Context: an optimization exercise on an open-source flow, tuned for small area, a short achievable clock period and few clock cycles. The choices shown serve that exercise and are no tape-out recipe. No run shown here included a check of the RTL's function; only the layout flow was run. No activity file was given, so power comes from the tool's default toggle rates.

==> flow/design.v (outline; a module is shown in full before it is edited, if it fits) <==
// module conv: 2326 lines
// module top_set: 94 lines
module top_set #(
	parameter N = 64	 
)(
	input			clk,
	input			rst_n,
	input[7:0]		input_axi_data,
	input			input_axi_keep,
	input			input_axi_last,
	input			input_axi_valid,
	input			output_axi_ready,
	input signed[7:0]	coe_00_in,
	input signed[7:0]	coe_01_in,
	input signed[7:0]	coe_02_in,
	input signed[7:0]	coe_10_in,
	input signed[7:0]	coe_11_in,
	input signed[7:0]	coe_12_in,
	input signed[7:0]	coe_20_in,
	input signed[7:0]	coe_21_in,
	input signed[7:0]	coe_22_in,
	output			input_axi_ready,
	output[7:0]		output_axi_data,
	output			output_axi_valid,
	output			output_axi_last,
	output			output_axi_keep,
	output			sc1_window_en
);
  // ...
==> flow/run.sh <==
#!/bin/bash
# synth_recipe.tcl (not shown) runs the flow's synth.tcl, then flattens the netlist and writes it again
# the make line also repeats each setting of config.mk as NAME=value (left out here)
make -C /OpenROAD-flow-scripts/flow DESIGN_CONFIG=/design/flow/config.mk WORK_HOME=/design/flow/orfs CLKGATE_MAP_FILE= SYNTH_SCRIPT=/design/flow/synth_recipe.tcl finish
==> flow/config.mk <==
export PLATFORM = sky130hd
export DESIGN_NAME = top_set
export DESIGN_NICKNAME = top_set
export VERILOG_FILES = /design/flow/design.v
export SDC_FILE = /design/flow/constraint.sdc
export NUM_CORES = 4
export LEC_CHECK = 0
export CAP_MARGIN = 20
export CORE_MARGIN = 2
export CORE_UTILIZATION = 40
export SETUP_SLACK_MARGIN = 4.0
export SLEW_MARGIN = 20
==> flow/constraint.sdc <==
create_clock -name core_clock -period 7.0 [get_ports {clk}]
set_input_delay 1.4000 -clock core_clock [delete_from_list [all_inputs] [get_ports {clk}]]
set_output_delay 1.4000 -clock core_clock [all_outputs]
set_load 0.01 [all_outputs]
==> flow_results.xml, run 1 <==
<?xml version="1.0" encoding="UTF-8"?>
<metrics>
  <group name="pwr">
    <metric name="swShare" unit="">0.3003</metric>
    <metric name="internal_power" unit="W">0.01440</metric>
    <metric name="comb_cell_power" unit="W">0.00545</metric>
    <metric name="power_leader" unit="">sequential cells</metric>
    <metric name="power.sequential.fraction" unit="">0.408</metric>
    <metric name="comb_power_share" unit="">0.265</metric>
  </group>
  <group name="place">
    <metric name="dpl.cell_count" unit="">4555</metric>
    <metric name="port_buffers" unit="">90</metric>
  </group>
  <group name="critical_path">
    <metric name="critical_path.reg2reg.endpoint" unit="">u_conv.sreg[5]$_DFF_PN0_</metric>
    <metric name="cp-endpoint" unit="">u_conv.sreg[5]$_DFF_PN0_</metric>
    <metric name="critical_path_class" unit="">flop to flop</metric>
    <metric name="reg2reg_setup_slack" unit="ns">3.67</metric>
    <metric name="cpMaxStageDelayCell" unit="">sky130_fd_sc_hd__a222oi_1</metric>
    <metric name="r2r_cells" unit="">15</metric>
  </group>
  <group name="layout">
    <metric name="fill_cells" unit="">9258</metric>
    <metric name="num-nonclk-inverters" unit="">302</metric>
    <metric name="fin_util" unit="">0.4851</metric>
    <metric name="commonest_cells_after_routing_fill_and_taps_aside" unit="">sky130_fd_sc_hd__dfxtp_1 (1,234), sky130_fd_sc_hd__inv_1 (233), sky130_fd_sc_hd__fa_1 (202)</metric>
    <metric name="area_taken_by_multi_input_logic_gates" unit="mm^2">0.01609</metric>
    <metric name="signal_buffers" unit="">229</metric>
  </group>
  <group name="synth">
    <metric name="synth_enable_flop_cells" unit="">0</metric>
    <metric name="yosysTopAreaCellShare" unit="">0.5962</metric>
  </group>
  <group name="global_routing">
    <metric name="global_route.usage.met3" unit="">0.02865</metric>
    <metric name="grt_first_pass_wirelength" unit="mm">140.1</metric>
  </group>
  <group name="floorplanning">
    <metric name="core_area" unit="mm^2">0.1068</metric>
  </group>
  <group name="run_status">
    <metric name="result_of_the_run" unit="">no timing/DRC/antenna violations</metric>
  </group>
  <group name="cts">
    <metric name="post_cts.repair.setup_buffers" unit="">88</metric>
    <metric name="clk_root_buffer_cell" unit="">sky130_fd_sc_hd__clkbuf_16</metric>
    <metric name="post_cts_resize_count" unit="">330</metric>
  </group>
</metrics>
==> inputs of run 2 (changes only) <==
--- a/flow/config.mk
+++ b/flow/config.mk
@@ -5,6 +5,7 @@
 export SDC_FILE = /design/flow/constraint.sdc
 export NUM_CORES = 4
 export LEC_CHECK = 0
+export ABC_CLOCK_PERIOD_IN_PS = 3000
 export CAP_MARGIN = 20
 export CORE_MARGIN = 2
 export CORE_UTILIZATION = 40
==> flow_results.xml, run 2 <==
<?xml version="1.0" encoding="UTF-8"?>
<metrics>
  <group name="run_status">
    <metric name="result_of_the_run" unit="">no timing/DRC/antenna violations</metric>
  </group>
  <group name="critical_path">
    <metric name="critPathTopFamily" unit="">compound AO/OA/AOI/OAI gates</metric>
    <metric name="critical_path_class" unit="">flop to flop</metric>
    <metric name="cpMaxStageDelayCell" unit="">sky130_fd_sc_hd__a222oi_1</metric>
    <metric name="cp-start-kind" unit="">flop</metric>
    <metric name="arrival" unit="ns">3.93</metric>
    <metric name="timing.critical_path.cells" unit="">inv_4 -&gt; ha_4 -&gt; buf_6 -&gt; a222oi_1 -&gt; mux2i_1 -&gt; a21oi_1 -&gt; o32a_1 -&gt; nor2_4 -&gt; ha_4 -&gt; buf_4 -&gt; a31o_4 -&gt; a31oi_4 -&gt; buf_6 -&gt; buf_6 -&gt; xnor2_2</metric>
    <metric name="worst-path-buf-inv" unit="">5</metric>
    <metric name="critical_path.max_fanout" unit="">3</metric>
    <metric name="path_common_cell" unit="">sky130_fd_sc_hd__buf_6</metric>
    <metric name="critPathCaptureType" unit="">flop</metric>
    <metric name="cp_data_required_time" unit="ns">7.60</metric>
    <metric name="critical-path-max-stage-delay" unit="ns">0.71</metric>
  </group>
  <group name="route">
    <metric name="via_count" unit="">22600</metric>
    <metric name="drt_first_pass_iters" unit="">5</metric>
    <metric name="drcViolationCount" unit="">0</metric>
    <metric name="route.detailed.vias_per_inst" unit="">4.624</metric>
    <metric name="detail_route.iter0.violations" unit="">1755</metric>
    <metric name="routed_wirelength" unit="mm">91.12</metric>
    <metric name="drtAntennaViolNets" unit="">0</metric>
    <metric name="route.detailed.wl_per_inst" unit="um">18.65</metric>
  </group>
  <group name="sta">
    <metric name="final_min_period_over_clock_period" unit="">0.4762</metric>
    <metric name="worst_slew_margin_rel" unit="">0.2995</metric>
    <metric name="grt_setup_unrepaired" unit="">yes</metric>
    <metric name="drv_slew" unit="">0</metric>
    <metric name="maxClockFrequency" unit="MHz">300.0</metric>
    <metric name="setup_total_negative_slack" unit="ns">0</metric>
    <metric name="timing.clock.skew" unit="ns">0.05138</metric>
    <metric name="worst_hold_margin" unit="ns">0.3019</metric>
    <metric name="min_period" unit="ns">3.334</metric>
    <metric name="report.final.setup_viol" unit="">0</metric>
    <metric name="final_hold_viol_count" unit="">0</metric>
    <metric name="pin_slew_with_the_least_headroom_to_its_limit" unit="ns">1.043</metric>
  </group>
  <group name="global_routing">
    <metric name="grtUsageTotal" unit="">0.1670</metric>
    <metric name="grt_overflow_total" unit="">0</metric>
    <metric name="grt_pass1_vias" unit="">23090</metric>
    <metric name="grt_max_degree" unit="">26</metric>
    <metric name="grt_antenna_before_repair" unit="">4</metric>
    <metric name="grt_first_pass_wirelength" unit="mm">140.1</metric>
  </group>
  <group name="floorplanning">
    <metric name="core_area" unit="mm^2">0.1068</metric>
    <metric name="dieHeight" unit="um">331.4</metric>
    <metric name="std_cell_rows" unit="">120</metric>
    <metric name="design.die.area" unit="mm^2">0.1098</metric>
    <metric name="floorplan.initialDensity" unit="">0.4017</metric>
    <metric name="fp.dieW" unit="um">331.4</metric>
    <metric name="design.portCount" unit="">99</metric>
  </group>
  <group name="synth">
    <metric name="postSynthRegisterBits" unit="">1302</metric>
    <metric name="synth_top_flop_cell" unit="">sky130_fd_sc_hd__dfxtp_1</metric>
    <metric name="top_cells_by_area_in_the_synthesized_netlist" unit="">sky130_fd_sc_hd__dfxtp_1 (60%), sky130_fd_sc_hd__fa_1 (14%), sky130_fd_sc_hd__a22oi_1 (4.1%), sky130_fd_sc_hd__xor2_1 (3.3%), sky130_fd_sc_hd__inv_1 (2.6%)</metric>
    <metric name="yosysTopAreaCellShare" unit="">0.5962</metric>
    <metric name="postSynthAreaPerCell" unit="um^2">13.33</metric>
    <metric name="count_of_mapped_cells_out_of_synthesis" unit="">3217</metric>
    <metric name="yosys-top-cells-count" unit="">sky130_fd_sc_hd__dfxtp_1 (1,277), sky130_fd_sc_hd__fa_1 (310), sky130_fd_sc_hd__inv_1 (301)</metric>
    <metric name="synth_top_cell_by_area" unit="">sky130_fd_sc_hd__dfxtp_1</metric>
    <metric name="synth.cell_area" unit="mm^2">0.04288</metric>
    <metric name="synth_cell_types" unit="">62</metric>
    <metric name="ys.warnings.count" unit="">4</metric>
    <metric name="yosysSeqAreaShare" unit="">0.6109</metric>
    <metric name="ys_async_sr_fraction" unit="">0.01920</metric>
    <metric name="synth_enable_flop_cells" unit="">0</metric>
    <metric name="yosys.cell_count.top_type" unit="">sky130_fd_sc_hd__dfxtp_1</metric>
  </group>
  <group name="cts">
    <metric name="clk_latency" unit="ns">0.72</metric>
    <metric name="postCtsHoldBufs" unit="">0</metric>
    <metric name="ctsHtreeMaxLevel" unit="">3</metric>
    <metric name="cts.sink_count" unit="">1302</metric>
    <metric name="tritoncts_clock_tree" unit="">built</metric>
    <metric name="clock_slew_seen_by_the_registers_of_the_worst_setup_and_hold_paths" unit="ns">0.06</metric>
    <metric name="tritoncts.num_buffers" unit="">118</metric>
    <metric name="clk_root_buffer_cell" unit="">sky130_fd_sc_hd__clkbuf_16</metric>
    <metric name="clock_path_buffers" unit="">3</metric>
  </group>
  <group name="pwr">
    <metric name="leakagePower" unit="nW">21.19</metric>
    <metric name="power_per_unit_of_standard_cell_area" unit="mW/mm^2">397.4</metric>
    <metric name="vdd_ir_drop_max" unit="mV">0.3541</metric>
  </group>
  <group name="layout">
    <metric name="fin_util" unit="">0.4851</metric>
    <metric name="flow.area_growth_from_synthesis" unit="%">20.76</metric>
    <metric name="fin_nets" unit="">3834</metric>
    <metric name="commonest_cells_after_routing_fill_and_taps_aside" unit="">sky130_fd_sc_hd__dfxtp_1 (1,234), sky130_fd_sc_hd__inv_1 (233), sky130_fd_sc_hd__fa_1 (202)</metric>
    <metric name="most_common_cell_after_layout_fill_and_taps_aside" unit="">sky130_fd_sc_hd__dfxtp_1</metric>
    <metric name="antenna_cells" unit="">0</metric>
    <metric name="flip_flop_count_of_the_largest_register_all_copies_and_words_added" unit="">1048</metric>
    <metric name="drive_above_1_share" unit="">0.2276</metric>
    <metric name="largest_register" unit="">d</metric>
    <metric name="top_regs" unit="">d (1048), u_conv.r1 (101), u_conv.r2 (40)</metric>
    <metric name="fill_cells" unit="">9258</metric>
  </group>
  <group name="run">
    <metric name="drv.max_cap_violation_count" unit="">0</metric>
  </group>
  <group name="place">
    <metric name="dp.final_hpwl" unit="mm">63.48</metric>
    <metric name="port_buffers" unit="">90</metric>
    <metric name="place.gp.congestion" unit="">0.9012</metric>
  </group>
  <group name="hold_path">
    <metric name="holdCritPathClass" unit="">flop to flop</metric>
  </group>
</metrics>
[run 2: per-layer routing]
| layer | share of wire | global-route usage | vias up |
|---|---|---|---|
| li1 | - | - | 10600 |
| met1 | 0.45 | 0.2307 | 11260 |
| met2 | 0.47 | 0.2674 | 593 |
| met3 | 0.053 | 0.02865 | 145 |
| met4 | 0.028 | 0.05324 | 2 |
| met5 | 0.000088 | 0 | - |
[run 2: worst paths after layout]
check	startpoint	to	slack, ns	cells past startpoint
setup / recovery	u[0]$_DFFE_PN1N_	u_conv.sreg[5]$_DFF_PN0_	3.67	15
hold / removal	d[127][0]$_DFF_P_	d[128][0]$_DFF_P_	0.30	0
setup reg to reg	u[0]$_DFFE_PN1N_	u_conv.sreg[5]$_DFF_PN0_	3.67	15
hold reg to reg	d[127][0]$_DFF_P_	d[128][0]$_DFF_P_	0.30	0
max in group asynchronous	rst_n	u[0]$_DFFE_PN1N_	5.53	2
min in group asynchronous	rst_n	u_conv.sreg[9]$_DFF_PN0_	1.10	2
[run 2: final cells by class]
cell class / count / area, um^2 / area share
clock buffer: 166 / 3354 / 0.06478
clock inverter: 55 / 829.5 / 0.01602
inverter: 302 / 1141 / 0.02204
multi-input combinational: 1430 / 16090 / 0.3108
sequential: 1302 / 26310 / 0.5080
tap: 1403 / 1755 / 0.03390
timing repair buffer: 229 / 2303 / 0.04448
[run 2: timing repair]
action / in CTS / in global routing
pin swaps: 153 / 153
buffers inserted: 88 / 21
setup endpoints to repair: 110 / 77
gates cloned: 2 / 0
resized for setup: 330 / 186
[run 2: through the flow]
stage | area, um^2 | cells | worst slack (ns) | power (W)
after detailed placement | 44970 | 4555 | 3.221 | 0.01384
after floorplan | 42970 | 3218 | 3.988 | 0.01174
final | 51780 | 4887 | 3.667 | 0.02058
after CTS | 51030 | 4866 | 3.771 | 0.02079
after global placement | 44970 | 4555 | 3.251 | 0.01373
after global routing | 51780 | 4887 | 3.545 | 0.02189
[run 2: cells by family after synthesis]
kind of cell               share of synthesized area
AOI/OAI and AO/OA                            0.07230
xor gates and xnor gates                     0.05535
adders and majority gates                     0.1608
buffers and inverters                        0.04657
DFF                                           0.6109
muxes                                        0.01605
other                                      0.0001751
and+or+nand+nor                              0.03787
[run 2: worst reg2reg max path, stage by stage, from the launching register on]
cell and delay [ns]:
sky130_fd_sc_hd__dfstp_2 0.57, sky130_fd_sc_hd__inv_4 0.05, sky130_fd_sc_hd__ha_4 0.15, sky130_fd_sc_hd__buf_6 0.12, sky130_fd_sc_hd__a222oi_1 0.71, sky130_fd_sc_hd__mux2i_1 0.15, sky130_fd_sc_hd__a21oi_1 0.14, sky130_fd_sc_hd__o32a_1 0.21
sky130_fd_sc_hd__nor2_4 0.07, sky130_fd_sc_hd__ha_4 0.18, sky130_fd_sc_hd__buf_4 0.13, sky130_fd_sc_hd__a31o_4 0.25, sky130_fd_sc_hd__a31oi_4 0.23, sky130_fd_sc_hd__buf_6 0.13, sky130_fd_sc_hd__buf_6 0.09, sky130_fd_sc_hd__xnor2_2 0.05
[run 2: report_power, final]
group	total (W)	switching, W	internal, W
Clock	0.00673	0.00277	0.00396
Sequential	0.00839	0.000280	0.00811
Combinational	0.00545	0.00313	0.00232

## re-timing with driven ports
No port has a modelled driver above. Below, the same layouts with a new extraction and two added sets of constraints. Step 1, drivers: a clkbuf_16 drives clk and a buf_2 each remaining input, both assumed. Step 2 moves the port delays by t, midway between the first and last clock arrival at a register: inputs arrive t later, outputs are due t later. That takes back most of the time a late clock gives input paths. Slacks: ideal / step 1 / step 2; pairs: ideal / step 1.
run	shift t [ns]	setup slack, ns	worst setup path at the end	cell pins on the clock port's net
run 1	0.758	3.666 / 3.667 / 3.667	register to register	1
run 2	0.758	3.666 / 3.667 / 3.667	register to register	1
After both steps setup and hold are still met in every run listed.
